This is an optimization exercise on Yosys and OpenROAD, whose aim is small area, a short achievable clock period and few clock cycles, not a production implementation. At most, simulation tests tie the RTL to the original design; equivalence was not proved. For run 1, only the layout was checked, not whether the RTL still works. No activity file was given, so power comes from the tool's default toggle rates.

==> flow/design.v, too long to show whole: its modules and the start of the top module <==
// module qdec_Arith_decoder: 145 lines
// module qdec_lps_tab: 1419 lines
// module qdec_nxt_lps_tab: 294 lines
module qdec_Arith_decoder (
    input  logic        clk,
    input  logic        rst_n,
    input  logic        arithInit,  
    input  logic        dec_run,    
    input  logic        EPMode,     
    input  logic [6:0]  ctxState,   
    output logic        dec_rdy,    
    output logic        ruiBin,
    output logic        ruiBin_vld,
    output logic [6:0]  ctxStateUpdate,
    input  logic [7:0]  bitstreamFetch,
    input  logic        bitstreamFetch_vld,
    output logic        bitstreamFetch_rdy
);
  // ...
==> flow/run.sh <==
#!/bin/bash
# synth_recipe.tcl (not shown) runs the flow's synth.tcl, then flattens the netlist and writes it again
# the make line also repeats each setting of config.mk as NAME=value (left out here)
make -C /OpenROAD-flow-scripts/flow DESIGN_CONFIG=/design/flow/config.mk WORK_HOME=/design/flow/orfs CLKGATE_MAP_FILE= SYNTH_SCRIPT=/design/flow/synth_recipe.tcl finish
==> flow/config.mk <==
export PLATFORM = sky130hd
export DESIGN_NAME = qdec_Arith_decoder
export DESIGN_NICKNAME = qdec_Arith_decoder
export VERILOG_FILES = /design/flow/design.v
export SDC_FILE = /design/flow/constraint.sdc
export NUM_CORES = 4
export LEC_CHECK = 0
export ABC_AREA = 1
export CAP_MARGIN = 20
export CORE_MARGIN = 2
export CORE_UTILIZATION = 50
export CTS_BUF_LIST = sky130_fd_sc_hd__clkbuf_4 sky130_fd_sc_hd__clkbuf_8
export SETUP_SLACK_MARGIN = 3.5
export SLEW_MARGIN = 20
==> flow/constraint.sdc <==
create_clock -name core_clock -period 8.0 [get_ports {clk}]
set_input_delay 1.6000 -clock core_clock [delete_from_list [all_inputs] [get_ports {clk}]]
set_output_delay 1.6000 -clock core_clock [all_outputs]
set_load 0.01 [all_outputs]
==> results.txt, run 1 <==
status = timing/DRC/antenna clean
crit path capture type = flip-flop
DR DRC count = 0
hold depth = 2
combinational power = 1120 uW
antenna cells = 0
Yosys warnings = 1
Filler Cell Count = 1470
simple-gate share of the synthesized area = 36.6%
largest cell class by area = multi-input gates
largest net degree at the start of global routing = 39
top cells by area, synth = nand2_1 15%, edfxtp_1 14%, ha_1 9.5%
reg-to-reg endpoint = binRenorm$_DFF_P_
Worst EP arrival = 4860 ps
multi-input gate share of total cell area = 63.7%
fin nets = 1378
crit path max fanout = 23
FFs & Latches = 60
Unique masters post-synth = 59
synthesized cell area = 7730 um2
power per cell area = 201 nW/um2
most frequent cells in the layout = 304 x nand2_1, 128 x nand3_1, 125 x inv_1
post-CTS sizing = 49
Main synth FF type = edfxtp_1
wire length on met1 = 12000 um
Internal Power = 898 uW
Clock transition at path regs = 70 ps
Post-Synth XOR/XNOR Area = 1.13%
number of synthesized flops with an enable pin = 35
Final Critical Period = 4550 ps
Sw Ratio = 50.1%
register area = 1560 um2
top-count cell post-synth = nand2_1
==> module qdec_Arith_decoder, before the edit <==
module qdec_Arith_decoder (
    input  logic        clk,
    input  logic        rst_n,
    input  logic        arithInit,  
    input  logic        dec_run,    
    input  logic        EPMode,     
    input  logic [6:0]  ctxState,   
    output logic        dec_rdy,    
    output logic        ruiBin,
    output logic        ruiBin_vld,
    output logic [6:0]  ctxStateUpdate,
    input  logic [7:0]  bitstreamFetch,
    input  logic        bitstreamFetch_vld,
    output logic        bitstreamFetch_rdy
);
localparam logic [1:0] S_IDLE  = 2'd0;  
localparam logic [1:0] S_INIT0 = 2'd1;  
localparam logic [1:0] S_INIT1 = 2'd2;  
localparam logic [1:0] S_READY = 2'd3;  
logic [1:0]  state;
logic [15:0] uiDist;
logic [7:0]  uiRange;
logic [2:0]  bitsNeeded;  
logic        binVld;      
logic        binEp;
logic        binBorrow;   
logic [7:0]  binLps;
logic [2:0]  binLpsBits;  
logic        binRenorm;   
logic [6:0]  resState;    
logic [7:0]  byteBuf;
logic        byteVld;
logic [7:0]  byte0;         
logic [7:0]  byteNext;      
logic        fetch;
logic        popInit;       
logic        popBin;        
logic        keepByte;      
logic        haveByte;      
assign keepByte = byteVld & !popBin & !popInit;
assign bitstreamFetch_rdy = !keepByte;
assign fetch    = bitstreamFetch_vld & bitstreamFetch_rdy;
assign byte0    = byteBuf;
assign byteNext = keepByte ? byteBuf : bitstreamFetch;
assign haveByte = keepByte | bitstreamFetch_vld;
always_ff @(posedge clk)
    if(!rst_n) byteVld <= 1'b0;
    else byteVld <= haveByte;
always_ff @(posedge clk)
    if(fetch) byteBuf <= bitstreamFetch;
logic [23:0] distX;
logic [8:0]  rangeMps;   
logic [9:0]  subHi;      
logic [9:0]  diffHi;
logic [23:0] distSel;
logic [8:0]  rangeSel;
logic [2:0]  shiftBy;
logic [23:0] distNext;
logic [8:0]  rangeNext;
logic [3:0]  bitsSum;
logic [15:0] curDist;    
logic [7:0]  curRange;
logic [2:0]  curBits;
logic [14:0] fillBits;
logic [15:0] curDistF;   
logic [7:0]  nextBits;
assign nextBits  = byte0 << bitsNeeded;
assign distX     = {uiDist, ~nextBits};
assign rangeMps  = {1'b1, uiRange} - {1'b0, binLps};
assign subHi     = binEp ? {2'b01, uiRange} : {1'b0, binLps, 1'b0};
assign diffHi    = distX[23:14] - subHi;
assign distSel   = binBorrow ? distX : {diffHi, distX[13:0]};
assign rangeSel  = binBorrow ? {1'b0, binLps} : rangeMps;
assign shiftBy   = binEp ? 3'd1 : binBorrow ? binLpsBits : {2'b00, binRenorm};
assign distNext  = distSel << shiftBy;
assign rangeNext = rangeSel << shiftBy;
assign bitsSum   = {1'b0, bitsNeeded} + {1'b0, shiftBy};
assign popBin    = binVld & (binEp ? (bitsNeeded == 3'd7) :
                            binBorrow ? ({1'b0, bitsNeeded} + {1'b0, binLpsBits} >= 4'd8) :
                            (binRenorm & (bitsNeeded == 3'd7)));
assign curDist   = binVld ? distNext[23:8] : uiDist;
assign curRange  = (binVld & !binEp) ? rangeNext[7:0] : uiRange;
assign curBits   = binVld ? bitsSum[2:0] : bitsNeeded;
assign fillBits  = {7'h0, byteNext} << curBits;
assign curDistF  = curDist & ~{9'h0, fillBits[14:8]};
logic accept;
assign dec_rdy  = (state == S_READY) & haveByte;
assign accept   = dec_run & dec_rdy;
logic [7:0]  uiLPS;
logic [2:0]  lpsBits;
logic [9:0]  epHi;
logic        borrow;
qdec_lps_tab u_lps(.i({ctxState[6:1], curRange[7:6]}), .lps(uiLPS));
assign lpsBits = uiLPS[7] ? 3'd1 : uiLPS[6] ? 3'd2 : uiLPS[5] ? 3'd3 :
                 uiLPS[4] ? 3'd4 : uiLPS[3] ? 3'd5 : 3'd6;
assign epHi   = curDistF[15:6];
assign borrow = EPMode ? (epHi < {2'b01, curRange}) : (curDist[15:7] < {1'b0, uiLPS});
always_comb begin
    popInit = 1'b0;
    if(state == S_INIT0 || state == S_INIT1) popInit = byteVld;
end
always_ff @(posedge clk)
    if(!rst_n) state <= S_IDLE;
    else if(arithInit) state <= S_INIT0;
    else if(state == S_INIT0) begin
        if(popInit) state <= S_INIT1;
    end
    else if(state == S_INIT1) begin
        if(popInit) state <= S_READY;
    end
always_ff @(posedge clk)
    if(state == S_INIT0) begin
        if(popInit) uiDist[15:8] <= 8'hFE - byte0;
    end
    else if(state == S_INIT1) begin
        uiRange    <= 8'd254;  
        bitsNeeded <= 3'd0;
        if(popInit) uiDist[7:0] <= ~byte0;
    end
    else begin
        uiDist     <= haveByte ? curDistF : curDist;
        uiRange    <= curRange;
        bitsNeeded <= curBits;
    end
always_ff @(posedge clk)
    if(!rst_n) binVld <= 1'b0;
    else binVld <= accept;
always_ff @(posedge clk) begin
    binEp     <= EPMode;
    binBorrow <= borrow;
    binLps    <= uiLPS;
    binLpsBits <= lpsBits;
    binRenorm <= (uiLPS > curRange);
    resState  <= {ctxState[6:1], ctxState[0] & !EPMode};
end
logic [6:0] nxtMps;  
logic [6:0] nxtLps;  
logic [5:0] nxtLpsIdx;
assign nxtMps = {(resState[6:1] >= 6'd62) ? resState[6:1] : resState[6:1] + 6'd1, resState[0]};
qdec_nxt_lps_tab u_nxt_lps(.i(resState[6:1]), .nl(nxtLpsIdx));
assign nxtLps = {nxtLpsIdx, resState[0] ^ (resState[6:1] == 6'd0)};
assign ruiBin_vld     = binVld;
assign ruiBin         = resState[0] ^ binBorrow;
assign ctxStateUpdate = binBorrow ? nxtLps : nxtMps;
endmodule
==> run 2: changes to the inputs <==
--- a/flow/design.v
+++ b/flow/design.v
@@ -29,2 +29,4 @@
 logic        binRenorm;   
+logic [1:0]  binQMps;     
+logic [1:0]  binQLps;     
 logic [6:0]  resState;    
@@ -62,2 +64,3 @@
 logic [7:0]  curRange;
+logic [1:0]  curQ;       
 logic [2:0]  curBits;
@@ -82,2 +85,3 @@
 assign curRange  = (binVld & !binEp) ? rangeNext[7:0] : uiRange;
+assign curQ      = !(binVld & !binEp) ? uiRange[7:6] : binBorrow ? binQLps : binQMps;
 assign curBits   = binVld ? bitsSum[2:0] : bitsNeeded;
@@ -92,3 +96,7 @@
 logic        borrow;
-qdec_lps_tab u_lps(.i({ctxState[6:1], curRange[7:6]}), .lps(uiLPS));
+qdec_lps_tab u_lps(.i({ctxState[6:1], curQ}), .lps(uiLPS));
+logic [8:0]  rangeNow;
+logic [7:0]  rangeLpsNow;
+assign rangeNow    = {1'b1, curRange} - {1'b0, uiLPS};
+assign rangeLpsNow = uiLPS << lpsBits;
 assign lpsBits = uiLPS[7] ? 3'd1 : uiLPS[6] ? 3'd2 : uiLPS[5] ? 3'd3 :
@@ -132,3 +140,5 @@
     binLpsBits <= lpsBits;
-    binRenorm <= (uiLPS > curRange);
+    binRenorm <= !rangeNow[8];
+    binQMps   <= rangeNow[8] ? rangeNow[7:6] : rangeNow[6:5];
+    binQLps   <= rangeLpsNow[7:6];
     resState  <= {ctxState[6:1], ctxState[0] & !EPMode};
--- a/flow/config.mk
+++ b/flow/config.mk
@@ -11,4 +11,3 @@
 export CORE_UTILIZATION = 50
-export CTS_BUF_LIST = sky130_fd_sc_hd__clkbuf_4 sky130_fd_sc_hd__clkbuf_8
-export SETUP_SLACK_MARGIN = 3.5
+export SETUP_SLACK_MARGIN = 3
 export SLEW_MARGIN = 20
==> run 2 against run 1 <==
Still clean on timing, DRC and antenna. Cell count is 6.0% higher. Sequential cell count is 4 higher. Combinational power about the same. Maximum frequency fell by 2.7%. Sequential share of layout area increased by 1.0 points. Clock power is 53% higher. Core utilization is 3.1 points lower. Hold slack lost 16 ps. Routed wire length is 2.0% lower. Critical path type unchanged. Critical endpoint is now binQMps[1]$_DFF_P_. Largest cell class unchanged.
==> results.txt, run 2 <==
status = timing/DRC/antenna clean (unchanged)
WL final = 27000 um (was 27500 um)
Cells after Synth = 1351 (was 1260)
Sw Ratio = 47.5% (was 50.1%)
Critical Path RT = 8240 ps (was 8310 ps)
top-count cell post-synth = nand2_1 (unchanged)
crit path max fanout = 15 (was 23)
number of synthesized flops with an enable pin = 35 (unchanged)
Internal Power = 1040 uW (was 898 uW)
area added between synthesis and finish = 9.60% (was 15.7%)
synthesized cell area = 8080 um2 (was 7730 um2)
Final period util = 58.5% (was 56.9%)
syn_area_per_cell = 5.98 um2 (was 6.14 um2)
startpoint types = input pin (unchanged)
PortBufs = 31 (unchanged)
setup-violating endpoint count in the final report = 0 (unchanged)
leak pwr = 0.00431 uW (was 0.00420 uW)
Final HPWL DP = 20600 um (was 20000 um)
Die X = 131 um (was 128 um)
ratio of cells with drive above 1 in the final layout = 6.10% (was 14.6%)
peak supply drop = 0.114 mV (was 0.107 mV)
max reg flops = 16 (unchanged)
top cells by area, synth = nand2_1 17%, edfxtp_1 13%, ha_1 8.8% (was nand2_1 15%, edfxtp_1 14%, ha_1 9.5%)
CTS tree = yes (unchanged)
fin nets = 1437 (was 1378)
largest net degree at the start of global routing = 36 (was 39)
worst-skew pair later-pin latency = 340 ps (was 370 ps)
Setup CP Type = input pin to flip-flop (unchanged)
met1 Resource Use GR = 43.1% (was 48.3%)
crit-path most repeated cell = nand3_1 (was nand2_1)
final cell count without fillers = 1578 (was 1488)
clock buffer depth = 2 (unchanged)
Worst EP arrival = 4910 ps (was 4860 ps)
Main synth FF type = edfxtp_1 (unchanged)
Core Box Area = 15800 um2 (was 15100 um2)
Slew HR = 37.0% (was 28.1%)
TritonCTS Buffers = 9 (unchanged)
Placed Cells incl. Taps = 1555 (was 1431)
RSZ-0062 raised after global routing = false (was true)
Slowest cell on crit path = clkdlybuf4s50_1 (was dlygate4sd2_1)
Place WS = 2570 ps (was 2470 ps)
Mapped Nets = 1432 (was 1343)
first-pass GRT wire length = 43300 um (was 42700 um)
grt met2 use = 46.8% (was 49.1%)
Filler Cell Count = 1663 (was 1470)
Final Critical Period = 4680 ps (was 4550 ps)
DR DRC count = 0 (unchanged)
Final Worst Setup Slack = 3320 ps (was 3450 ps)
Clock Sinks = 64 (was 60)
slowest stage delay, CP = 500 ps (was 900 ps)
share of total power in the clock network = 19.2% (was 13.8%)
Root Driver = clkbuf_16 (was clkbuf_8)
Site Rows = 46 (was 45)
WL per Instance = 17.1 um (was 18.5 um)
Die Y = 131 um (was 128 um)
vias = 9183 (was 9069)
net switching power = 939 uW (was 902 uW)
final setup TNS = 0 ps (unchanged)
worst path bufs/invs = 2 (was 3)
worst hold margin = 584 ps (was 600 ps)
Slew @ Worst Pin = 945 ps (was 1080 ps)
register area share after synthesis = 20.2% (was 20.1%)
Yosys reg bits = 64 (was 60)
leading area contributor after synthesis = nand2_1 (unchanged)
vias in the first global route = 8324 (was 8059)
Initial DRC Count = 1156 (was 1325)
Comb power frac = 56.8% (was 62.2%)
async set-or-reset flop fraction in the synthesized netlist = 0% (unchanged)
register area = 1630 um2 (was 1560 um2)
cts hold-fix bufs = 0 (unchanged)
Clock Skews = 10.4 ps (was 18.6 ps)
met3 usage = 6.33% (was 4.95%)
commonest non-fill, non-tap cell in the layout = nand2_1 (unchanged)
Routed Antenna Nets = 0 (unchanged)
HP Class = flip-flop to flip-flop (unchanged)
Unique masters post-synth = 49 (was 59)
most frequent cells in the layout = 366 x nand2_1, 160 x inv_1, 139 x o21ai_0 (was 304 x nand2_1, 128 x nand3_1, 125 x inv_1)
Max Freq = 214 MHz (was 220 MHz)
initial core utilization = 51.1% (about the same)
Clock transition at path regs = 60 ps (was 70 ps)
Synth top area share = 17.0% (was 15.4%)
Slew Viols, Final = 0 (unchanged)
via-per-instance ratio = 5.82 (was 6.09)
Reg power frac = 24.0% (about the same)
area of the multi-input gates = 5550 um2 (was 5700 um2)
crit path capture type = flip-flop (unchanged)
Die ar. = 17200 um2 (was 16500 um2)
leading cell types by count after synthesis = 366 x nand2_1, 162 x inv_1, 139 x o21ai_0 (was 318 x nand2_1, 135 x inv_1, 133 x nand3_1)
max cap viols = 0 (unchanged)
IO Count = 32 (unchanged)
final hold vios = 0 (unchanged)
Yosys warnings = 1 (unchanged)
global route hottest layer = met2 (unchanged)
All-Layer GR Usage = 30.9% (was 33.0%)
Most flops, register = uiDist (unchanged)
drt pass-1 iters = 6 (was 7)
power per cell area = 223 nW/um2 (was 201 nW/um2)
initial antenna violation count = 1 (was 0)
gr ovfl total = 0 (unchanged)
cell family with most CP delay = simple AND/OR/NAND/NOR gates (was buffers and inverters)
GPL Wtd Cong = 1.05 (was 0.970)
crit-path cells = clkdlybuf4s50_1 > inv_1 > nand2_2 > nand3_1 > nor2_1 > a21oi_1 > nand2_1 > nand3_1 > nand3_1 > a21oi_2 > ha_1 > a21oi_1 > nand3_1 > nand3_1 > nand2_1 > nand3_1 > nand2_1 (was dlygate4sd2_1 > clkinvlp_4 > a31oi_1 > a21oi_1 > nand2_1 > nand3_1 > nand2_2 > inv_2 > ha_1 > nand2_1 > nor2_1 > a211oi_2 > nor2_1 > nor2_1 > nand2_1 > nand2_1)
H-Tree Depth = 3 (unchanged)
run 2: area by class of cell:
cell class / instances / share of cell area [%]
Timing Repair inverter: 1 / 0.0565
Tap cell: 216 / 3.05
Antenna cell: 1 / 0.0283
Clock buffer: 12 / 2.67
Sequential cell: 64 / 18.4
Timing Repair Buffer: 46 / 4.86
Multi-Input combinational cell: 1054 / 62.6
Clock inverter: 4 / 0.523
Inverter: 180 / 7.78
run 2: power groups by stage:
stage | clock (uW) | combinational [uW] | sequential, uW
2_1_floorplan | 0 | 830 | 449
3_3_place_gp | 0 | 1090 | 477
3_5_place_dp | 0 | 1080 | 478
4_1_cts | 388 | 1090 | 471
5_1_grt | 401 | 1270 | 481
6_report | 379 | 1120 | 475
run 2: metal layers:
metal	up-vias	routed length, um
met3	75	2510
li1	4543	-
met5	-	0
met4	0	982
met2	479	11400
met1	4086	12100
run 2: per-stage QoR:
step                      area, um2  util (%)  power [uW]
final                          8860      56.0        1970
after global routing           8850      55.9        2150
after CTS                      8780      55.5        1950
after detailed placement       8500      53.7        1560
after global placement         8500      53.7        1570
after floorplan                8080         -        1280
run 2: tightest hold or removal path, stage by stage (launching register included):
cell and delay (ps):
dfxtp_1 340, o21ai_0 160, nor2_1 40
run 2: path summary, 6_finish.rpt:
path                              start                     to  slack (ps)  depth (start not counted)
hold reg to reg   state[1]$_SDFFE_PP0P_  state[1]$_SDFFE_PP0P_         580                          2
hold / removal    state[1]$_SDFFE_PP0P_  state[1]$_SDFFE_PP0P_         580                          2
setup reg to reg      binVld$_SDFF_PN0_     binQMps[1]$_DFF_P_        3430                         23
setup / recovery            ctxState[2]     binQMps[1]$_DFF_P_        3320                         17
run 2: repair_timing:
action,4_1_cts,5_1_grt
cloned,0,1
gates resized for setup,1,8
buffers inserted,0,5
hold endpoints to repair,0,0
setup endpoints to repair,3,5
run 2: cell families after synthesis:
kind of cell,share of synthesized area [%]
adders and majority gates,9.57
DFF,20.2
xor gates and xnor gates,1.08
buffers and inverters,11.3
and+or+nand+nor,36.8
AOI/OAI and AO/OA,20.6
muxes,0.372
Testbench counts of run 2, summed over its fixed seeds: cycles 32,096.
==> run 3: changes to the inputs <==
--- a/flow/config.mk
+++ b/flow/config.mk
@@ -11,3 +11,4 @@
 export CORE_UTILIZATION = 50
-export SETUP_SLACK_MARGIN = 3
+export CTS_BUF_LIST = sky130_fd_sc_hd__clkbuf_4 sky130_fd_sc_hd__clkbuf_8
+export SETUP_SLACK_MARGIN = 4
 export SLEW_MARGIN = 20
==> run 3 against run 2 <==
Global-route usage is 0.60 points higher. Largest cell class unchanged. Total power is 1.8% lower. Highest routed layer unchanged. Clock skew is 4.4 ps higher.
==> results.txt, run 3 <==
Cells after Synth = 1351 (unchanged)
Final HPWL DP = 20600 um (about the same)
leading cell types by count after synthesis = 366 x nand2_1, 162 x inv_1, 139 x o21ai_0 (unchanged)
Clock transition at path regs = 70 ps (was 60 ps)
max reg flops = 16 (unchanged)
Routed Antenna Nets = 0 (unchanged)
register area share after synthesis = 20.2% (unchanged)
top-count cell post-synth = nand2_1 (unchanged)
DR DRC count = 0 (unchanged)
RSZ-0062 raised after global routing = true (was false)
H-Tree Depth = 3 (unchanged)
crit-path most repeated cell = nand3_1 (unchanged)
worst-skew pair later-pin latency = 360 ps (was 340 ps)
hold depth = 2 (unchanged)
Die Y = 131 um (unchanged)
Mapped Nets = 1432 (unchanged)
PortBufs = 31 (unchanged)
Synth top area share = 17.0% (unchanged)
final hold vios = 0 (unchanged)
Slew @ Worst Pin = 954 ps (was 945 ps)
Slew Viols, Final = 0 (unchanged)
top cells by area, synth = nand2_1 17%, edfxtp_1 13%, ha_1 8.8% (unchanged)
Final Critical Period = 3980 ps (was 4680 ps)
met3 usage = 5.86% (was 6.33%)
first-pass GRT wire length = 43800 um (was 43300 um)
slowest stage delay, CP = 300 ps (was 500 ps)
crit path max fanout = 13 (was 15)
IO Count = 32 (unchanged)
Site Rows = 46 (unchanged)
drt pass-1 iters = 6 (unchanged)
area added between synthesis and finish = 15.5% (was 9.60%)
worst path bufs/invs = 3 (was 2)
max cap viols = 0 (unchanged)
reg-to-reg endpoint = binBorrow$_DFF_P_ (was binQMps[1]$_DFF_P_)
Max Freq = 251 MHz (was 214 MHz)
Root Driver = clkbuf_8 (was clkbuf_16)
Most flops, register = uiDist (unchanged)
setup-violating endpoint count in the final report = 0 (unchanged)
WL final = 28100 um (was 27000 um)
via-per-instance ratio = 5.84 (was 5.82)
antenna cells = 0 (was 1)
vias = 9372 (was 9183)
Reg2Reg Setup Slack = 4220 ps (was 3430 ps)
Yosys reg bits = 64 (unchanged)
most frequent cells in the layout = 358 x nand2_1, 151 x inv_1, 134 x nand3_1 (was 366 x nand2_1, 160 x inv_1, 139 x o21ai_0)
ratio of cells with drive above 1 in the final layout = 12.2% (was 6.10%)
crit path capture type = flip-flop (unchanged)
initial core utilization = 51.1% (unchanged)
Clock Sinks = 64 (unchanged)
leak pwr = 0.00450 uW (was 0.00431 uW)
HP Class = flip-flop to flip-flop (unchanged)
synthesized cell area = 8080 um2 (unchanged)
CTS tree = yes (unchanged)
Slew HR = 36.4% (was 37.0%)
area of the multi-input gates = 5770 um2 (was 5550 um2)
commonest non-fill, non-tap cell in the layout = nand2_1 (unchanged)
peak supply drop = 0.125 mV (was 0.114 mV)
number of synthesized flops with an enable pin = 35 (unchanged)
Core Box Area = 15800 um2 (unchanged)
async set-or-reset flop fraction in the synthesized netlist = 0% (unchanged)
vias in the first global route = 8423 (was 8324)
leading area contributor after synthesis = nand2_1 (unchanged)
All-Layer GR Usage = 31.5% (was 30.9%)
largest net degree at the start of global routing = 36 (unchanged)
Yosys warnings = 1 (unchanged)
initial antenna violation count = 0 (was 1)
final core utilization = 59.0% (was 56.0%)
Main synth FF type = edfxtp_1 (unchanged)
final setup TNS = 0 ps (unchanged)
syn_area_per_cell = 5.98 um2 (unchanged)
fin nets = 1464 (was 1437)
Worst EP arrival = 4280 ps (was 4910 ps)
Unique masters post-synth = 49 (unchanged)
cell family with most CP delay = simple AND/OR/NAND/NOR gates (unchanged)
status = timing/DRC/antenna clean (unchanged)
clock buffer depth = 2 (unchanged)
R2R depth = 24 (was 23)
Initial DRC Count = 1076 (was 1156)
startpoint types = input pin (unchanged)
grt met2 use = 47.9% (was 46.8%)
Slowest cell on crit path = a21oi_4 (was clkdlybuf4s50_1)
gr ovfl total = 0 (unchanged)
TritonCTS Buffers = 9 (unchanged)
FF-to-FF Start = binVld$_SDFF_PN0_ (unchanged)
Final period util = 49.8% (was 58.5%)
min-delay src = state[1]$_SDFFE_PP0P_ (unchanged)
Clock Skews = 14.8 ps (was 10.4 ps)
Critical Path RT = 8290 ps (was 8240 ps)
register area = 1660 um2 (was 1630 um2)
Setup CP Type = input pin to flip-flop (unchanged)
Hold Path End = state[1]$_SDFFE_PP0P_ (unchanged)
global route hottest layer = met2 (unchanged)
power per cell area = 208 nW/um2 (was 223 nW/um2)
Filler Cell Count = 1608 (was 1663)
Die X = 131 um (unchanged)
met1 Resource Use GR = 44.9% (was 43.1%)
crit-path cells = buf_6 > inv_4 > ha_1 > nor2_4 > inv_2 > nand2_2 > nand2_2 > nand2_1 > nand4_1 > nand3_1 > nand3_1 > a21oi_4 > ha_1 > a21oi_1 > nor3_1 > a211oi_1 > nor2_1 > nor2_1 > nand3_1 > nand2_1 (was clkdlybuf4s50_1 > inv_1 > nand2_2 > nand3_1 > nor2_1 > a21oi_1 > nand2_1 > nand3_1 > nand3_1 > a21oi_2 > ha_1 > a21oi_1 > nand3_1 > nand3_1 > nand2_1 > nand3_1 > nand2_1)
Die ar. = 17200 um2 (unchanged)
GPL Wtd Cong = 0.997 (was 1.05)
WL per Instance = 17.5 um (was 17.1 um)
run 3: cell counts after synthesis:
No cell type changed its count.
run 3: worst max path at each step:
| stage | start | end | slack (ps) | depth (start not counted) |
|---|---|---|---|---|
| floorplan | ctxState[1] | binQMps[0]$_DFF_P_ | 4010 | 17 |
| global placement | ctxState[2] | binQMps[1]$_DFF_P_ | 2670 | 17 |
| detailed placement | ctxState[2] | binBorrow$_DFF_P_ | 2660 | 17 |
| CTS | bitstreamFetch_vld | dec_rdy | 3830 | 4 |
| global route | ctxState[1] | binBorrow$_DFF_P_ | 3890 | 20 |
| finish | ctxState[1] | binBorrow$_DFF_P_ | 4020 | 20 |
run 3: layout make-up:
type	instances	share of cell area (%)
timing repair inverter	1	0.0804
sequential	64	17.8
clock buffer	11	1.55
multi-input combinational	1054	61.8
tap	216	2.90
timing repair buffer	73	7.85
clock inverter	5	0.348
inverter	180	7.72
run 3: per-stage QoR:
| step | std cells | hold slack, ps | setup slack, ps | power [uW] | instance area, um2 |
|---|---|---|---|---|---|
| global placement | 1555 | 572 | 2670 | 1570 | 8510 |
| finish | 1604 | 599 | 4020 | 1940 | 9340 |
| floorplan | 1351 | 526 | 4010 | 1280 | 8090 |
| CTS | 1589 | 593 | 3830 | 1860 | 9010 |
| detailed placement | 1555 | 581 | 2660 | 1570 | 8510 |
| global route | 1604 | 657 | 3890 | 2110 | 9340 |
run 3: cell families after synthesis:
| group | count (synthesis) | synth area share, % |
|---|---|---|
| XOR/XNOR | 10 | 1.08 |
| buffers and inverters | 233 | 11.3 |
| adder cells (fa/ha/maj) | 60 | 9.57 |
| AO/OA/AOI/OAI | 299 | 20.6 |
| flip-flops | 64 | 20.2 |
| AND/OR/NAND/NOR | 682 | 36.8 |
| multiplexers | 3 | 0.372 |
run 3: power by group:
group	total [uW]	internal [uW]	switching, uW
sequential	470	417	52.7
clock	261	123	138
combinational	1210	425	784
total	1940	965	974
run 3: what timing repair did:
item	4_1_cts	5_1_grt
resized for setup	71	59
endpoints found under the setup margin	19	14
hold buffers	0	0
gates cloned	2	2
setup buffers	16	13
pin swaps	6	8
run 3: tightest hold or removal path, delay by kind of cell, from the launching register on:
kind            cells  cell delay [ps]
flops               1              340
compound gates      1              170
simple gates        1               40
run 3: metal layers:
layer / up-vias / routed length, um
met5: - / 0
met4: 0 / 902
met3: 83 / 2720
met2: 531 / 12000
met1: 4160 / 12500
li1: 4598 / -
==> run 4: changes to the inputs <==
--- a/flow/config.mk
+++ b/flow/config.mk
@@ -12,3 +12,3 @@
 export CTS_BUF_LIST = sky130_fd_sc_hd__clkbuf_4 sky130_fd_sc_hd__clkbuf_8
-export SETUP_SLACK_MARGIN = 4
+export SETUP_SLACK_MARGIN = 3.5
 export SLEW_MARGIN = 20
==> run 4 against run 3 <==
Via count is 0.92% lower. Clock-buffer cell count is 1 higher. Worst setup slack worse by 340 ps. Hold slack lost 14 ps. Critical path depth unchanged. Non-clock buffer count down 14. Sequential power hardly changed. Highest routed layer unchanged.
==> results.txt, run 4 <==
status = timing/DRC/antenna clean (unchanged)
crit-path most repeated cell = nand3_1 (unchanged)
Final Worst Setup Slack = 3680 ps (was 4020 ps)
Slew Viols, Final = 0 (unchanged)
leak pwr = 0.00438 uW (was 0.00450 uW)
via-per-instance ratio = 5.84 (about the same)
power per cell area = 213 nW/um2 (was 208 nW/um2)
Slowest cell on crit path = clkdlybuf4s50_1 (was a21oi_4)
Critical Path RT = 8270 ps (was 8290 ps)
gr ovfl total = 0 (unchanged)
Placed Cells incl. Taps = 1555 (unchanged)
crit path max fanout = 32 (was 13)
synthesized cell area = 8080 um2 (unchanged)
startpoint types = input pin (unchanged)
syn_area_per_cell = 5.98 um2 (unchanged)
Clock Skews = 18.0 ps (was 14.8 ps)
final cell count without fillers = 1590 (was 1604)
Slew @ Worst Pin = 956 ps (was 954 ps)
area added between synthesis and finish = 10.7% (was 15.5%)
antenna cells = 0 (unchanged)
Main synth FF type = edfxtp_1 (unchanged)
IO Count = 32 (unchanged)
TritonCTS Buffers = 9 (unchanged)
Initial DRC Count = 1065 (was 1076)
most frequent cells in the layout = 363 x nand2_1, 157 x inv_1, 138 x o21ai_0 (was 358 x nand2_1, 151 x inv_1, 134 x nand3_1)
top-count cell post-synth = nand2_1 (unchanged)
Synth top area share = 17.0% (unchanged)
ratio of cells with drive above 1 in the final layout = 8.22% (was 12.2%)
initial core utilization = 51.1% (unchanged)
leading cell types by count after synthesis = 366 x nand2_1, 162 x inv_1, 139 x o21ai_0 (unchanged)
Final HPWL DP = 20600 um (about the same)
Final period util = 54.0% (was 49.8%)
Place WS = 2570 ps (was 2660 ps)
setup-violating endpoint count in the final report = 0 (unchanged)
vias = 9286 (was 9372)
final setup TNS = 0 ps (unchanged)
leading area contributor after synthesis = nand2_1 (unchanged)
WL final = 27200 um (was 28100 um)
Yosys reg bits = 64 (unchanged)
fin nets = 1450 (was 1464)
register area share after synthesis = 20.2% (unchanged)
All-Layer GR Usage = 31.2% (was 31.5%)
Worst EP arrival = 4590 ps (was 4280 ps)
max cap viols = 0 (unchanged)
DR DRC count = 0 (unchanged)
GPL Wtd Cong = 1.05 (was 0.997)
RSZ-0062 raised after global routing = true (unchanged)
Site Rows = 46 (unchanged)
drt pass-1 iters = 6 (unchanged)
peak supply drop = 0.101 mV (was 0.125 mV)
post-route cell area = 8940 um2 (was 9340 um2)
largest net degree at the start of global routing = 36 (unchanged)
Clock Sinks = 64 (unchanged)
placed instance area = 8500 um2 (was 8510 um2)
worst-skew pair later-pin latency = 370 ps (was 360 ps)
top cells by area, synth = nand2_1 17%, edfxtp_1 13%, ha_1 8.8% (unchanged)
Filler Cell Count = 1662 (was 1608)
HP Class = flip-flop to flip-flop (unchanged)
H-Tree Depth = 3 (unchanged)
Clock transition at path regs = 80 ps (was 70 ps)
Unique masters post-synth = 49 (unchanged)
Max Freq = 231 MHz (was 251 MHz)
Yosys warnings = 1 (unchanged)
async set-or-reset flop fraction in the synthesized netlist = 0% (unchanged)
max reg flops = 16 (unchanged)
Die X = 131 um (unchanged)
initial antenna violation count = 0 (unchanged)
Final Critical Period = 4320 ps (was 3980 ps)
crit path capture type = flip-flop (unchanged)
Setup CP Type = input pin to flip-flop (unchanged)
WL per Instance = 17.1 um (was 17.5 um)
commonest non-fill, non-tap cell in the layout = nand2_1 (unchanged)
Mapped Nets = 1432 (unchanged)
final hold vios = 0 (unchanged)
first-pass GRT wire length = 43700 um (was 43800 um)
slowest stage delay, CP = 500 ps (was 300 ps)
worst hold margin = 586 ps (was 599 ps)
CTS tree = yes (unchanged)
Most flops, register = uiDist (unchanged)
Die Y = 131 um (unchanged)
number of synthesized flops with an enable pin = 35 (unchanged)
vias in the first global route = 8383 (was 8423)
Routed Antenna Nets = 0 (unchanged)
PortBufs = 31 (unchanged)
crit-path cells = clkdlybuf4s50_1 > buf_12 > clkinvlp_4 > buf_4 > buf_6 > nand3_1 > nand2_1 > a21oi_1 > nand3_1 > nand3_1 > nand3_1 > nand2_2 > inv_2 > ha_1 > nand2_1 > a21oi_1 > a211oi_1 > nand3b_1 > nand3_1 > nand2_1 (was buf_6 > inv_4 > ha_1 > nor2_4 > inv_2 > nand2_2 > nand2_2 > nand2_1 > nand4_1 > nand3_1 > nand3_1 > a21oi_4 > ha_1 > a21oi_1 > nor3_1 > a211oi_1 > nor2_1 > nor2_1 > nand3_1 > nand2_1)
Cells after Synth = 1351 (unchanged)
clock buffer depth = 2 (unchanged)
Core Box Area = 15800 um2 (unchanged)
Root Driver = clkbuf_8 (unchanged)
Die ar. = 17200 um2 (unchanged)
cts hold-fix bufs = 0 (unchanged)
Slew HR = 36.2% (was 36.4%)
run 4: cell counts after synthesis:
No cell type changed its count.
run 4: what timing repair did:
item / in CTS / in global routing
buffers inserted: 8 / 10
pin swaps: 0 / 2
gates resized for setup: 11 / 30
gates cloned: 1 / 0
endpoints found under the setup margin: 6 / 8
run 4: final timing paths:
check                             start  slack [ps]               endpoint  cells past startpoint
setup / recovery            ctxState[3]        3680     binQMps[1]$_DFF_P_                     20
hold / removal    state[1]$_SDFFE_PP0P_         590  state[1]$_SDFFE_PP0P_                      2
setup reg to reg      binVld$_SDFF_PN0_        3800      binBorrow$_DFF_P_                     24
hold reg to reg   state[1]$_SDFFE_PP0P_         590  state[1]$_SDFFE_PP0P_                      2
run 4: layer usage:
metal | global-route usage (%) | up-vias | share of wire (%)
met5 | 0 | - | 0
met4 | 12.9 | 0 | 4.0
met3 | 5.94 | 96 | 8.7
met2 | 47.0 | 493 | 42
met1 | 43.9 | 4134 | 45
li1 | - | 4563 | -
run 4: critical path, delay by kind of cell:
kind	cells	cell delay, ps
buf+inv	6	1240
simple gates	10	970
fa+ha+maj	1	300
compound gates	3	460
run 4: cell families (layout without fill, tap and decap cells):
logic type | count (synthesis) | after routing | synth area share, %
AND/OR/NAND/NOR | 682 | 682 | 36.8
adder cells (fa/ha/maj) | 60 | 60 | 9.57
flip-flops | 64 | 64 | 20.2
XOR/XNOR | 10 | 10 | 1.08
multiplexers | 3 | 3 | 0.372
buffers and inverters | 233 | 256 | 11.3
AO/OA/AOI/OAI | 299 | 299 | 20.6
run 4: final cells by class:
type / instances / area, um2 / area share, %
timing repair buffer: 59 / 556 / 6.21
inverter: 180 / 697 / 7.79
timing repair inverter: 1 / 5.00 / 0.0560
tap: 216 / 270 / 3.02
clock inverter: 4 / 46.3 / 0.518
sequential: 64 / 1630 / 18.3
multi-input combinational: 1054 / 5590 / 62.5
clock buffer: 12 / 146 / 1.64
run 4: metrics by stage:
| stage | util [%] | power, uW |
|---|---|---|
| 2_1_floorplan | - | 1280 |
| 3_3_place_gp | 53.7 | 1570 |
| 3_5_place_dp | 53.7 | 1560 |
| 4_1_cts | 55.5 | 1870 |
| 5_1_grt | 56.5 | 2080 |
| 6_report | 56.5 | 1900 |
run 4: report_power, final:
group	leakage, uW	internal [uW]	switching (uW)	total (uW)
combinational	0.00369	397	756	1150
sequential	0.000595	417	51.7	469
clock	0.0000983	153	129	281
==> run 5: changes to the inputs <==
--- a/flow/design.v
+++ b/flow/design.v
@@ -29,3 +29,3 @@
 logic        binRenorm;   
-logic [1:0]  binQMps;     
+logic [2:0]  binRmHi;     
 logic [1:0]  binQLps;     
@@ -85,3 +85,4 @@
 assign curRange  = (binVld & !binEp) ? rangeNext[7:0] : uiRange;
-assign curQ      = !(binVld & !binEp) ? uiRange[7:6] : binBorrow ? binQLps : binQMps;
+assign curQ      = !(binVld & !binEp) ? uiRange[7:6] : binBorrow ? binQLps :
+                   binRenorm ? binRmHi[1:0] : binRmHi[2:1];
 assign curBits   = binVld ? bitsSum[2:0] : bitsNeeded;
@@ -141,3 +142,3 @@
     binRenorm <= !rangeNow[8];
-    binQMps   <= rangeNow[8] ? rangeNow[7:6] : rangeNow[6:5];
+    binRmHi   <= rangeNow[7:5];
     binQLps   <= rangeLpsNow[7:6];
--- a/flow/config.mk
+++ b/flow/config.mk
@@ -12,3 +12,4 @@
 export CTS_BUF_LIST = sky130_fd_sc_hd__clkbuf_4 sky130_fd_sc_hd__clkbuf_8
-export SETUP_SLACK_MARGIN = 3.5
+export PLACE_DENSITY = 0.7
+export SETUP_SLACK_MARGIN = 4
 export SLEW_MARGIN = 20
==> run 5 against run 4 <==
Still clean. Hold slack better by 0.67 ps. Sequential cell count increased by 1. Sequential share of layout area hardly changed. Cell count up 0.13%. Routed wire length decreased by 0.35%. Clock-buffer cell count stayed put. Cell area grew 2.7%. Via count rose by 0.37%. Critical path depth unchanged. Total power decreased by 2.3%. First-iteration DRC count is 24% higher. Non-clock buffer count grew 5. Critical endpoint is now binBorrow$_DFF_P_. Largest cell class unchanged.
==> results.txt, run 5 <==
status = timing/DRC/antenna clean (unchanged)
HP Class = flip-flop to flip-flop (unchanged)
Mapped Nets = 1429 (was 1432)
Reg power frac = 25.5% (was 24.6%)
first-pass GRT wire length = 42400 um (was 43700 um)
Unique masters post-synth = 56 (was 49)
fin nets = 1452 (was 1450)
gr ovfl total = 0 (unchanged)
placed instance area = 8510 um2 (was 8500 um2)
Die Y = 131 um (about the same)
share of total power in the clock network = 13.7% (was 14.8%)
Slew @ Worst Pin = 907 ps (was 956 ps)
leak pwr = 0.00449 uW (was 0.00438 uW)
crit path capture type = flip-flop (unchanged)
Clock transition at path regs = 70 ps (was 80 ps)
antenna cells = 0 (unchanged)
async set-or-reset flop fraction in the synthesized netlist = 0% (unchanged)
Final Worst Setup Slack = 4090 ps (was 3680 ps)
via-per-instance ratio = 5.85 (was 5.84)
Most flops, register = uiDist (unchanged)
Die X = 131 um (about the same)
Slew Viols, Final = 0 (unchanged)
crit path max fanout = 9 (was 32)
register area share after synthesis = 20.4% (was 20.2%)
net switching power = 921 uW (was 936 uW)
Place WS = 2590 ps (was 2570 ps)
leading area contributor after synthesis = nand2_1 (unchanged)
Yosys warnings = 1 (unchanged)
worst-skew pair later-pin latency = 370 ps (about the same)
Slowest cell on crit path = o31ai_1 (was clkdlybuf4s50_1)
DR DRC count = 0 (unchanged)
number of synthesized flops with an enable pin = 35 (unchanged)
max cap viols = 0 (unchanged)
top cells by area, synth = nand2_1 18%, edfxtp_1 13%, ha_1 8.8% (was nand2_1 17%, edfxtp_1 13%, ha_1 8.8%)
peak supply drop = 0.104 mV (was 0.101 mV)
largest net degree at the start of global routing = 36 (unchanged)
initial antenna violation count = 0 (unchanged)
most frequent cells in the layout = 370 x nand2_1, 152 x inv_1, 130 x o21ai_0 (was 363 x nand2_1, 157 x inv_1, 138 x o21ai_0)
IO Count = 32 (unchanged)
synthesized cell area = 8100 um2 (was 8080 um2)
Reg2Reg Setup Slack = 4230 ps (was 3800 ps)
Worst EP arrival = 4220 ps (was 4590 ps)
Clock Sinks = 65 (was 64)
Slew HR = 39.5% (was 36.2%)
initial core utilization = 51.2% (was 51.1%)
Internal Power = 937 uW (was 967 uW)
commonest non-fill, non-tap cell in the layout = nand2_1 (unchanged)
area added between synthesis and finish = 13.5% (was 10.7%)
H-Tree Depth = 3 (unchanged)
PortBufs = 31 (unchanged)
worst path bufs/invs = 5 (was 6)
post-route cell area = 9190 um2 (was 8940 um2)
Final Critical Period = 3910 ps (was 4320 ps)
GPL Wtd Cong = 0.989 (was 1.05)
final hold vios = 0 (unchanged)
top-count cell post-synth = nand2_1 (unchanged)
Sw Ratio = 49.6% (was 49.2%)
Die ar. = 17200 um2 (about the same)
Critical Path RT = 8310 ps (was 8270 ps)
vias = 9320 (was 9286)
cell family with most CP delay = buffers and inverters (unchanged)
drt pass-1 iters = 6 (unchanged)
CTS tree = yes (unchanged)
WL per Instance = 17.0 um (was 17.1 um)
TritonCTS Buffers = 9 (unchanged)
slowest stage delay, CP = 250 ps (was 500 ps)
Cells after Synth = 1348 (was 1351)
All-Layer GR Usage = 30.3% (was 31.2%)
Max Freq = 256 MHz (was 231 MHz)
final setup TNS = 0 ps (unchanged)
vias in the first global route = 8215 (was 8383)
Main synth FF type = edfxtp_1 (unchanged)
RSZ-0062 raised after global routing = true (unchanged)
Initial DRC Count = 1321 (was 1065)
cts hold-fix bufs = 0 (unchanged)
power per cell area = 202 nW/um2 (was 213 nW/um2)
Root Driver = clkbuf_8 (unchanged)
crit-path most repeated cell = nand2_1 (was nand3_1)
Core Box Area = 15800 um2 (unchanged)
Site Rows = 46 (unchanged)
startpoint types = input pin (unchanged)
Yosys reg bits = 65 (was 64)
crit-path cells = clkbuf_2 > buf_12 > clkinvlp_4 > buf_4 > o31ai_1 > nand2_1 > nand2_1 > nand2_1 > nor2_2 > nor2_2 > a21oi_2 > buf_4 > ha_1 > a21oi_2 > nor3_1 > a211oi_1 > nor2_1 > nor2_1 > nand3_1 > nand2_1 (was clkdlybuf4s50_1 > buf_12 > clkinvlp_4 > buf_4 > buf_6 > nand3_1 > nand2_1 > a21oi_1 > nand3_1 > nand3_1 > nand3_1 > nand2_2 > inv_2 > ha_1 > nand2_1 > a21oi_1 > a211oi_1 > nand3b_1 > nand3_1 > nand2_1)
Clock Skews = 11.2 ps (was 18.0 ps)
Synth top area share = 17.5% (was 17.0%)
Final period util = 48.9% (was 54.0%)
Final HPWL DP = 19700 um (was 20600 um)
Comb power frac = 60.9% (was 60.6%)
Routed Antenna Nets = 0 (unchanged)
setup-violating endpoint count in the final report = 0 (unchanged)
Setup CP Type = input pin to flip-flop (unchanged)
max reg flops = 16 (unchanged)
clock buffer depth = 2 (unchanged)
worst hold margin = 586 ps (about the same)
WL final = 27100 um (was 27200 um)
ratio of cells with drive above 1 in the final layout = 11.4% (was 8.22%)
leading cell types by count after synthesis = 378 x nand2_1, 160 x inv_1, 133 x o21ai_0 (was 366 x nand2_1, 162 x inv_1, 139 x o21ai_0)
Total Power = 1860 uW (was 1900 uW)
syn_area_per_cell = 6.01 um2 (was 5.98 um2)
==> run 5: changes by cell type in the layout (fill, tap and decap cells not counted), sizes merged, moves of 6 or more <==
cell and change:
nand3 -16, clkdlybuf4s50 -9, nand2 +7, o211ai +7
a22oi -6
==> run 5: layer usage <==
metal	vias up	share of wire [%]	track usage, %
li1	4542	-	-
met1	4162	44	42.1
met2	532	43	47.4
met3	84	9.4	5.02
met4	0	3.4	10.7
met5	-	0	0
==> run 5: logic make-up after synthesis <==
kind of cell               share of synthesized area [%]
AOI/OAI and AO/OA                                   20.5
xor gates and xnor gates                            1.41
adders and majority gates                           9.55
buffers and inverters                               11.5
DFF                                                 20.4
muxes                                              0.386
and+or+nand+nor                                     36.3
==> run 5: per-stage QoR <==
stage / cells / util, %
2_1_floorplan: 1348 / -
6_report: 1592 / 58.1
3_3_place_gp: 1550 / 53.7
5_1_grt: 1592 / 58.1
4_1_cts: 1582 / 56.6
3_5_place_dp: 1550 / 53.7
==> run 5: power groups by stage <==
| stage | Combinational (uW) | Sequential [uW] | Clock [uW] |
|---|---|---|---|
| CTS | 1080 | 469 | 257 |
| global route | 1270 | 480 | 269 |
| global placement | 1040 | 481 | 0 |
| floorplan | 804 | 457 | 0 |
| finish | 1130 | 473 | 254 |
| detailed placement | 1040 | 481 | 0 |
==> run 5: repair_timing <==
action / in CTS / in global routing
setup buffers: 12 / 9
gates cloned: 4 / 1
setup endpoints to repair: 20 / 14
pin swaps: 2 / 6
gates resized for setup: 61 / 57
hold endpoints to repair: 0 / 0
==> run 5: worst paths after layout <==
check	start	endpoint	cells past startpoint
min	state[1]$_SDFFE_PP0P_	state[1]$_SDFFE_PP0P_	2
max reg2reg	binVld$_SDFF_PN0_	binRmHi[2]$_DFF_P_	30
min reg2reg	state[1]$_SDFFE_PP0P_	state[1]$_SDFFE_PP0P_	2
max	ctxState[2]	binBorrow$_DFF_P_	20
==> run 5: area by class of cell <==
cell class	count	area [um2]
inverters	182	713
clock buffers	12	146
fillers	1615	6640
well taps	216	270
repair inverters	2	15.0
clock inverters	4	20.0
flip-flops and latches	65	1670
multi-input cells	1047	5680
repair buffers	64	669
==> run 5: tightest hold or removal path: cells and delay by family (launching register included) <==
family | cells | cell delay (ps)
AO/OA/AOI/OAI | 1 | 170
AND/OR/NAND/NOR | 1 | 40
flip-flops | 1 | 340
Testbench counts of run 5, summed over its fixed seeds: cycles 32,096.
==> run 6: changes to the inputs <==
--- a/flow/config.mk
+++ b/flow/config.mk
@@ -12,3 +12,2 @@
 export CTS_BUF_LIST = sky130_fd_sc_hd__clkbuf_4 sky130_fd_sc_hd__clkbuf_8
-export PLACE_DENSITY = 0.7
 export SETUP_SLACK_MARGIN = 4
==> run 6 against run 5 <==
Cell area is 0.83% higher. First-iteration DRC count is 18% lower. Global-route usage up 0.78 points. Clock power increased by 2%. Synthesized cell count is the same. Still clean. Worst setup slack better by 4.5 ps. Cell count up 0.13%. Critical path depth decreased by 16. Via count is 0.94% lower.
==> results.txt, run 6 <==
via-per-instance ratio = 5.79 (was 5.85)
Cells after Synth = 1348 (unchanged)
Critical Path RT = 6400 ps (was 8310 ps)
wire length on met1 = 12500 um (was 12000 um)
startpoint types = input pin (unchanged)
register area share after synthesis = 20.4% (unchanged)
TritonCTS Buffers = 9 (unchanged)
area of the multi-input gates = 5730 um2 (was 5680 um2)
slowest stage delay, CP = 270 ps (was 250 ps)
Filler Cell Count = 1640 (was 1615)
Slowest cell on crit path = dlygate4sd2_1 (was o31ai_1)
DR DRC count = 0 (unchanged)
register area = 1670 um2 (about the same)
Initial DRC Count = 1078 (was 1321)
GPL Wtd Cong = 1.00 (was 0.989)
H-Tree Depth = 3 (unchanged)
Setup CP Type = input pin to primary output (was input pin to flip-flop)
Most flops, register = uiDist (unchanged)
crit-path cells = dlygate4sd2_1 > nor2_4 > nor2_2 > clkdlybuf4s15_2 (was clkbuf_2 > buf_12 > clkinvlp_4 > buf_4 > o31ai_1 > nand2_1 > nand2_1 > nand2_1 > nor2_2 > nor2_2 > a21oi_2 > buf_4 > ha_1 > a21oi_2 > nor3_1 > a211oi_1 > nor2_1 > nor2_1 > nand3_1 > nand2_1)
top cells by area, synth = nand2_1 18%, edfxtp_1 13%, ha_1 8.8% (unchanged)
min-delay src = state[1]$_SDFFE_PP0P_ (unchanged)
max reg flops = 16 (unchanged)
async set-or-reset flop fraction in the synthesized netlist = 0% (unchanged)
first-pass GRT wire length = 43200 um (was 42400 um)
Final Worst Setup Slack = 4090 ps (about the same)
Routed Antenna Nets = 0 (unchanged)
Site Rows = 46 (unchanged)
Max Freq = 256 MHz (about the same)
metal3 WL = 2820 um (was 2540 um)
Clock transition at path regs = 80 ps (was 70 ps)
fin nets = 1454 (was 1452)
peak supply drop = 0.111 mV (was 0.104 mV)
vias = 9232 (was 9320)
All-Layer GR Usage = 31.0% (was 30.3%)
setup-violating endpoint count in the final report = 0 (unchanged)
Main synth FF type = edfxtp_1 (unchanged)
Final Critical Period = 3910 ps (about the same)
Final period util = 48.8% (was 48.9%)
leak pwr = 0.00451 uW (was 0.00449 uW)
IO Count = 32 (unchanged)
drt pass-1 iters = 7 (was 6)
cts hold-fix bufs = 0 (unchanged)
Clock Skews = 14.5 ps (was 11.2 ps)
largest net degree at the start of global routing = 33 (was 36)
Reg2Reg Setup Slack = 4260 ps (was 4230 ps)
ratio of cells with drive above 1 in the final layout = 12.0% (was 11.4%)
area added between synthesis and finish = 14.4% (was 13.5%)
number of synthesized flops with an enable pin = 35 (unchanged)
Yosys reg bits = 65 (unchanged)
WL final = 27600 um (was 27100 um)
vias in the first global route = 8328 (was 8215)
Crit path depth = 4 (was 20)
PortBufs = 31 (unchanged)
critical path startpoint = bitstreamFetch_vld (was ctxState[2])
antenna cells = 0 (unchanged)
Slew Viols, Final = 0 (unchanged)
final core utilization = 58.5% (was 58.1%)
initial core utilization = 51.2% (unchanged)
RSZ-0062 raised after global routing = true (unchanged)
Synth top area share = 17.5% (unchanged)
commonest non-fill, non-tap cell in the layout = nand2_1 (unchanged)
WL per Instance = 17.3 um (was 17.0 um)
Mapped Nets = 1429 (unchanged)
Total Power = 1910 uW (was 1860 uW)
synthesized cell area = 8100 um2 (unchanged)
crit path max fanout = 5 (was 9)
Die Y = 131 um (unchanged)
Yosys warnings = 1 (unchanged)
leading area contributor after synthesis = nand2_1 (unchanged)
FF-to-FF Start = binEp$_DFF_P_ (was binVld$_SDFF_PN0_)
top-count cell post-synth = nand2_1 (unchanged)
Setup crit end = dec_rdy (was binBorrow$_DFF_P_)
worst path bufs/invs = 2 (was 5)
worst hold margin = 600 ps (was 586 ps)
power per cell area = 206 nW/um2 (was 202 nW/um2)
Final HPWL DP = 20600 um (was 19700 um)
Die X = 131 um (unchanged)
worst-skew pair later-pin latency = 360 ps (was 370 ps)
CTS tree = yes (unchanged)
Root Driver = clkbuf_8 (unchanged)
cell family with most CP delay = buffers and inverters (unchanged)
status = timing/DRC/antenna clean (unchanged)
leading cell types by count after synthesis = 378 x nand2_1, 160 x inv_1, 133 x o21ai_0 (unchanged)
final setup TNS = 0 ps (unchanged)
HP Class = flip-flop to flip-flop (unchanged)
clock buffer depth = 2 (unchanged)
final hold vios = 0 (unchanged)
crit path capture type = primary output (was flip-flop)
Core Box Area = 15800 um2 (unchanged)
Place WS = 2370 ps (was 2590 ps)
max cap viols = 0 (unchanged)
reg-to-reg endpoint = binBorrow$_DFF_P_ (was binRmHi[2]$_DFF_P_)
most frequent cells in the layout = 373 x nand2_1, 152 x inv_1, 125 x o21ai_0 (was 370 x nand2_1, 152 x inv_1, 130 x o21ai_0)
uppermost layer routed = met5 (was met4)
Clock Sinks = 65 (unchanged)
R2R depth = 24 (was 30)
Die ar. = 17200 um2 (unchanged)
Slew HR = 39.5% (about the same)
gr ovfl total = 0 (unchanged)
syn_area_per_cell = 6.01 um2 (unchanged)
met2 wire length = 11500 um (was 11700 um)
Slew @ Worst Pin = 908 ps (was 907 ps)
initial antenna violation count = 1 (was 0)
Unique masters post-synth = 56 (unchanged)
Worst EP arrival = 2310 ps (was 4220 ps)
==> run 6: area by class of cell <==
class | instances | area share (%)
Inverter | 182 | 7.93
Sequential cell | 65 | 18.0
Tap cell | 216 | 2.92
Timing Repair Buffer | 68 | 7.47
Clock inverter | 6 | 0.446
Multi-Input combinational cell | 1047 | 61.8
Clock buffer | 10 | 1.42
==> run 6: layer usage <==
| layer | global-route usage [%] | vias to the layer above |
|---|---|---|
| met5 | 0 | - |
| met1 | 44.9 | 4136 |
| li1 | - | 4551 |
| met2 | 46.5 | 469 |
| met3 | 6.06 | 74 |
| met4 | 9.78 | 2 |
==> run 6: worst min-delay path, cell delays in order (launching register included) <==
cell	delay, ps
dfxtp_1	350
o21ai_0	170
nor2_1	40
==> run 6: how the worst min path moves through the flow <==
stage,to,cells after the start
3_5_place_dp,state[1]$_SDFFE_PP0P_,2
2_1_floorplan,state[1]$_SDFFE_PP0P_,2
6_report,state[1]$_SDFFE_PP0P_,2
3_3_place_gp,state[1]$_SDFFE_PP0P_,2
4_1_cts,state[1]$_SDFFE_PP0P_,2
5_1_grt,state[1]$_SDFFE_PP0P_,2
==> run 6: cell families (layout without fill, tap and decap cells) <==
kind of cell               count (synthesis)  in the layout  synth area share, %
AOI/OAI and AO/OA                        299            299                 20.5
xor gates and xnor gates                  13             13                 1.41
adders and majority gates                 60             60                 9.55
buffers and inverters                    236            266                 11.5
DFF                                       65             65                 20.4
muxes                                      3              3                0.386
and+or+nand+nor                          672            672                 36.3
==> run 6: report_power, final <==
part	internal, uW	switching (uW)
Sequential	423	51.7
Combinational	413	760
Clock	117	142
==> run 6: through the flow <==
step                std cells  instance area, um2
global route             1594                9270
detailed placement       1551                8510
floorplan                1348                8100
global placement         1551                8510
CTS                      1580                8950
finish                   1594                9270
==> run 6: timing repair <==
action	4_1_cts	5_1_grt
pin swaps	3	6
cloned	1	1
buffers inserted	12	13
endpoints found under the setup margin	24	18
gates resized for setup	66	66
==> run 7: changes to the inputs <==
--- a/flow/config.mk
+++ b/flow/config.mk
@@ -12,3 +12,3 @@
 export CTS_BUF_LIST = sky130_fd_sc_hd__clkbuf_4 sky130_fd_sc_hd__clkbuf_8
-export SETUP_SLACK_MARGIN = 4
+export SETUP_SLACK_MARGIN = 4.1
 export SLEW_MARGIN = 20
==> run 7 against run 6 <==
Core utilization grew 0.90 points. Critical path depth grew 3. Sequential power is essentially flat. Routed wire length grew 1.0%. First-iteration DRC count shrank 1.0%. Still clean on timing, DRC and antenna. Highest routed layer is now met4. Sequential cell count is the same. Synthesized area is the same. Combinational power is essentially flat. Worst setup slack lost 25 ps. Maximum frequency shrank 0.63%.
==> results.txt, run 7 <==
gr ovfl total = 0 (unchanged)
Synth top area share = 17.5% (unchanged)
Setup CP Type = flip-flop to primary output (was input pin to primary output)
synthesized cell area = 8100 um2 (unchanged)
commonest non-fill, non-tap cell in the layout = nand2_1 (unchanged)
Site Rows = 46 (unchanged)
leading area contributor after synthesis = nand2_1 (unchanged)
status = timing/DRC/antenna clean (unchanged)
final cell count without fillers = 1602 (was 1594)
H-Tree Depth = 3 (unchanged)
crit path max fanout = 8 (was 5)
peak supply drop = 0.126 mV (was 0.111 mV)
vias in the first global route = 8365 (was 8328)
max cap viols = 0 (unchanged)
Critical Path RT = 6400 ps (about the same)
top cells by area, synth = nand2_1 18%, edfxtp_1 13%, ha_1 8.8% (unchanged)
Slew @ Worst Pin = 880 ps (was 908 ps)
Mapped Nets = 1429 (unchanged)
largest net degree at the start of global routing = 36 (was 33)
syn_area_per_cell = 6.01 um2 (unchanged)
Routed Antenna Nets = 0 (unchanged)
Root Driver = clkbuf_8 (unchanged)
FF-to-FF Start = binBorrow$_DFF_P_ (was binEp$_DFF_P_)
Die Y = 131 um (unchanged)
initial antenna violation count = 0 (was 1)
final setup TNS = 0 ps (unchanged)
Most flops, register = uiDist (unchanged)
ratio of cells with drive above 1 in the final layout = 12.8% (was 12.0%)
placed instance area = 8520 um2 (was 8510 um2)
register area share after synthesis = 20.4% (unchanged)
hold depth = 2 (unchanged)
Slew Viols, Final = 0 (unchanged)
GPL Wtd Cong = 1.03 (was 1.00)
CTS tree = yes (unchanged)
crit path capture type = primary output (unchanged)
post-route cell area = 9410 um2 (was 9270 um2)
Worst EP arrival = 2330 ps (was 2310 ps)
antenna cells = 0 (unchanged)
Main synth FF type = edfxtp_1 (unchanged)
Max Freq = 254 MHz (was 256 MHz)
slowest stage delay, CP = 550 ps (was 270 ps)
Slowest cell on crit path = clkdlybuf4s50_1 (was dlygate4sd2_1)
final hold vios = 0 (unchanged)
drt pass-1 iters = 6 (was 7)
All-Layer GR Usage = 31.1% (was 31.0%)
Initial DRC Count = 1067 (was 1078)
WL final = 27900 um (was 27600 um)
Core Box Area = 15800 um2 (unchanged)
Filler Cell Count = 1578 (was 1640)
crit-path cells = inv_1 > nor3_2 > nand3_1 > o21ai_0 > o21ai_0 > o21ai_0 > clkdlybuf4s50_1 (was dlygate4sd2_1 > nor2_4 > nor2_2 > clkdlybuf4s15_2)
vias = 9411 (was 9232)
leading cell types by count after synthesis = 378 x nand2_1, 160 x inv_1, 133 x o21ai_0 (unchanged)
Clock Skews = 14.8 ps (was 14.5 ps)
most frequent cells in the layout = 374 x nand2_1, 153 x inv_1, 127 x o21ai_0 (was 373 x nand2_1, 152 x inv_1, 125 x o21ai_0)
Yosys warnings = 1 (unchanged)
Yosys reg bits = 65 (unchanged)
first-pass GRT wire length = 43400 um (was 43200 um)
area added between synthesis and finish = 16.2% (was 14.4%)
fin nets = 1462 (was 1454)
Placed Cells incl. Taps = 1550 (was 1551)
Slew HR = 41.3% (was 39.5%)
Final HPWL DP = 20300 um (was 20600 um)
HP Class = flip-flop to flip-flop (unchanged)
Cells after Synth = 1348 (unchanged)
TritonCTS Buffers = 9 (unchanged)
worst-skew pair later-pin latency = 370 ps (was 360 ps)
Final period util = 49.1% (was 48.8%)
min-delay src = state[1]$_SDFFE_PP0P_ (unchanged)
DR DRC count = 0 (unchanged)
power per cell area = 213 nW/um2 (was 206 nW/um2)
initial core utilization = 51.2% (unchanged)
async set-or-reset flop fraction in the synthesized netlist = 0% (unchanged)
Reg2Reg Setup Slack = 4220 ps (was 4260 ps)
Die X = 131 um (unchanged)
crit-path most repeated cell = o21ai_0
startpoint types = flip-flop (was input pin)
Final Critical Period = 3930 ps (was 3910 ps)
critical path startpoint = resState[3]$_DFF_P_ (was bitstreamFetch_vld)
WL per Instance = 17.4 um (was 17.3 um)
top-count cell post-synth = nand2_1 (unchanged)
setup-violating endpoint count in the final report = 0 (unchanged)
Die ar. = 17200 um2 (unchanged)
R2R depth = 27 (was 24)
number of synthesized flops with an enable pin = 35 (unchanged)
via-per-instance ratio = 5.87 (was 5.79)
Unique masters post-synth = 56 (unchanged)
Clock transition at path regs = 90 ps (was 80 ps)
PortBufs = 31 (unchanged)
RSZ-0062 raised after global routing = true (unchanged)
clock buffer depth = 2 (unchanged)
IO Count = 32 (unchanged)
leak pwr = 0.00455 uW (was 0.00451 uW)
Clock Sinks = 65 (unchanged)
max reg flops = 16 (unchanged)
==> run 7: through the flow <==
step	hold slack, ps	utilization, %	worst slack [ps]	total power, uW
after detailed placement	592	53.8	2440	1540
after floorplan	526	-	4110	1260
final	606	59.4	4070	2010
after CTS	612	57.1	4100	1930
after global placement	564	53.8	2320	1540
after global routing	632	59.4	3980	2170
==> run 7: cell type report <==
type | instances | area, um2 | share of cell area [%]
timing repair inverter | 1 | 5.00 | 0.0532
sequential | 65 | 1680 | 17.8
timing repair buffer | 75 | 737 | 7.83
tap | 216 | 270 | 2.87
clock inverter | 6 | 113 | 1.20
multi-input combinational | 1047 | 5740 | 61.0
inverter | 182 | 732 | 7.78
clock buffer | 10 | 138 | 1.46
==> run 7: metal layers <==
metal | track usage, % | part of all wire [%] | vias to the layer above
li1 | - | - | 4571
met1 | 44.5 | 44 | 4217
met2 | 46.7 | 42 | 541
met3 | 6.10 | 10 | 82
met4 | 10.7 | 3.0 | 0
met5 | 0 | 0 | -
==> run 7: report_power, final <==
group / internal (uW) / leakage, uW / switching (uW)
sequential: 422 / 0.000606 / 52.7
clock: 217 / 0.000127 / 146
combinational: 413 / 0.00382 / 757
total: 1050 / 0.00455 / 956
==> run 7: final timing paths <==
kind	to
worst max-delay path	ctxStateUpdate[5]
worst min-delay path	state[1]$_SDFFE_PP0P_
worst max register to register	binRmHi[1]$_DFF_P_
worst min register to register	state[1]$_SDFFE_PP0P_
==> run 7: kinds of logic (layout without fill, tap and decap cells) <==
group                      Yosys count  after routing  synth area share, %
AOI/OAI and AO/OA                  299            299                 20.5
DFF                                 65             65                 20.4
adders and majority gates           60             60                 9.55
muxes                                3              3                0.386
and+or+nand+nor                    672            672                 36.3
xor gates and xnor gates            13             13                 1.41
buffers and inverters              236            274                 11.5
==> run 7: what timing repair did <==
| item | 4_1_cts | 5_1_grt |
|---|---|---|
| gates resized for setup | 67 | 60 |
| setup buffers | 16 | 17 |
| pin swaps | 3 | 6 |
| endpoints found under the setup margin | 25 | 20 |
| gates cloned | 2 | 1 |
| hold buffers | 0 | 0 |
==> run 7: worst max-delay path, delay by kind of cell (launching register included) <==
| kind | cells | cell delay [ps] |
|---|---|---|
| compound gates | 3 | 350 |
| simple gates | 2 | 470 |
| buf+inv | 2 | 710 |
| flops | 1 | 420 |
==> run 8: changes to the inputs <==
--- a/flow/config.mk
+++ b/flow/config.mk
@@ -12,3 +12,3 @@
 export CTS_BUF_LIST = sky130_fd_sc_hd__clkbuf_4 sky130_fd_sc_hd__clkbuf_8
-export SETUP_SLACK_MARGIN = 4.1
+export SETUP_SLACK_MARGIN = 4.25
 export SLEW_MARGIN = 20
==> run 8 against run 7 <==
Global-route usage grew 0.21 points. Clock power decreased by 24%. Hold slack better by 5.4 ps. Synthesized cell count stayed put.
==> results.txt, run 8 <==
Clock transition at path regs = 90 ps (about the same)
Synth Area in Compound Gates = 20.5% (unchanged)
Yosys reg bits = 65 (unchanged)
max reg flops = 16 (unchanged)
Cells after Synth = 1348 (unchanged)
Place WS = 2530 ps (was 2440 ps)
Main synth FF type = edfxtp_1 (unchanged)
Max Freq = 273 MHz (was 254 MHz)
crit path max fanout = 6 (was 8)
peak supply drop = 0.103 mV (was 0.126 mV)
GPL Wtd Cong = 1.03 (about the same)
worst-skew pair later-pin latency = 380 ps (was 370 ps)
Core Box Area = 15800 um2 (unchanged)
CTS tree = yes (unchanged)
Slew @ Worst Pin = 905 ps (was 880 ps)
clock buffer depth = 2 (unchanged)
Routed Antenna Nets = 0 (unchanged)
antenna cells = 0 (unchanged)
WL per Instance = 17.8 um (was 17.4 um)
DR DRC count = 0 (unchanged)
Final HPWL DP = 20300 um (about the same)
Placed Cells incl. Taps = 1550 (unchanged)
status = timing/DRC/antenna clean (unchanged)
simple-gate share of the synthesized area = 36.3% (unchanged)
Slew Viols, Final = 0 (unchanged)
commonest non-fill, non-tap cell in the layout = nand2_1 (unchanged)
setup-violating endpoint count in the final report = 0 (unchanged)
IO Count = 32 (unchanged)
Die X = 131 um (unchanged)
area added between synthesis and finish = 20.0% (was 16.2%)
All-Layer GR Usage = 31.3% (was 31.1%)
Die ar. = 17200 um2 (unchanged)
hold depth = 2 (unchanged)
placed instance area = 8570 um2 (was 8520 um2)
final setup TNS = 0 ps (unchanged)
Most flops, register = uiDist (unchanged)
Site Rows = 46 (unchanged)
max cap viols = 0 (unchanged)
Clock Skews = 20.2 ps (was 14.8 ps)
largest family of logic cells by synthesized area = simple AND/OR/NAND/NOR gates (unchanged)
synthesized cell area = 8100 um2 (unchanged)
leading cell types by count after synthesis = 378 x nand2_1, 160 x inv_1, 133 x o21ai_0 (unchanged)
WL final = 28900 um (was 27900 um)
final cell count without fillers = 1622 (was 1602)
adder-cell share of the synthesized area = 9.55% (unchanged)
top-count cell post-synth = nand2_1 (unchanged)
via-per-instance ratio = 5.84 (was 5.87)
Critical Path RT = 6400 ps (about the same)
first-pass GRT wire length = 43500 um (was 43400 um)
[run 8: cell types whose count changed in the layout (fill, tap and decap cells not counted), sizes merged]
| cell | change |
|---|---|
| dlygate4sd2 | +1 |
| clkinv | +3 |
| dlymetal6s2s | +1 |
| clkinvlp | -2 |
| clkdlybuf4s15 | -3 |
| inv | -1 |
| clkbuf | +6 |
| bufinv | -3 |
| buf | +22 |
| clkdlybuf4s50 | -4 |
[run 8: repair_timing]
action,CTS,global route
setup endpoints to repair,27,18
cloned,2,4
pin swaps,3,19
resized for setup,94,91
setup buffers,14,36
[run 8: per-stage QoR]
step | util [%] | hold slack [ps]
after global routing | 61.4 | 653
after CTS | 57.3 | 623
after floorplan | - | 526
after global placement | 54.2 | 570
final | 61.4 | 612
after detailed placement | 54.2 | 603
[run 8: cells by family after synthesis]
family	after synthesis
muxes	3
xor gates and xnor gates	13
DFF	65
AOI/OAI and AO/OA	299
and+or+nand+nor	672
adders and majority gates	60
buffers and inverters	236
[run 8: cell type report]
class,count,area [um2]
repair inverters,1,5.00
repair buffers,95,918
multi-input cells,1047,5910
flip-flops and latches,65,1680
clock inverters,3,17.5
well taps,216,270
fillers,1569,6110
inverters,182,748
clock buffers,13,166
[run 8: worst max-delay path: cells and delay by family (launching register included)]
family / cells / cell delay (ps)
simple gates: 6 / 590
flops: 1 / 390
buf+inv: 3 / 300
fa+ha+maj: 1 / 210
compound gates: 2 / 190
[run 8: power breakdown]
group | leakage (uW) | switching, uW | internal [uW]
combinational | 0.00397 | 777 | 439
sequential | 0.000606 | 54.7 | 422
clock | 0.0000963 | 142 | 135
[run 8: final timing paths]
| check | to | slack, ps | startpoint |
|---|---|---|---|
| hold reg to reg | state[1]$_SDFFE_PP0P_ | 610 | state[1]$_SDFFE_PP0P_ |
| hold / removal | state[1]$_SDFFE_PP0P_ | 610 | state[1]$_SDFFE_PP0P_ |
| setup reg to reg | binBorrow$_DFF_P_ | 4380 | binBorrow$_DFF_P_ |
| setup / recovery | ctxStateUpdate[3] | 4340 | resState[2]$_DFF_P_ |
[run 8: metal layers]
layer  global-route usage (%)  vias up  routed length [um]
li1                         -     4590                   -
met4                     11.7        0                1100
met3                     6.13       93                2500
met2                     47.5      495               12300
met5                        0        -                   0
met1                     44.0     4296               13000

Setup slack of run 8, layout unchanged: 4.344 ns with ideal ports, 4.306 ns with driving cells assumed (clock clkbuf_16, inputs buf_2), 3.920 ns with port delays also shifted by the 0.411 ns mid clock arrival.
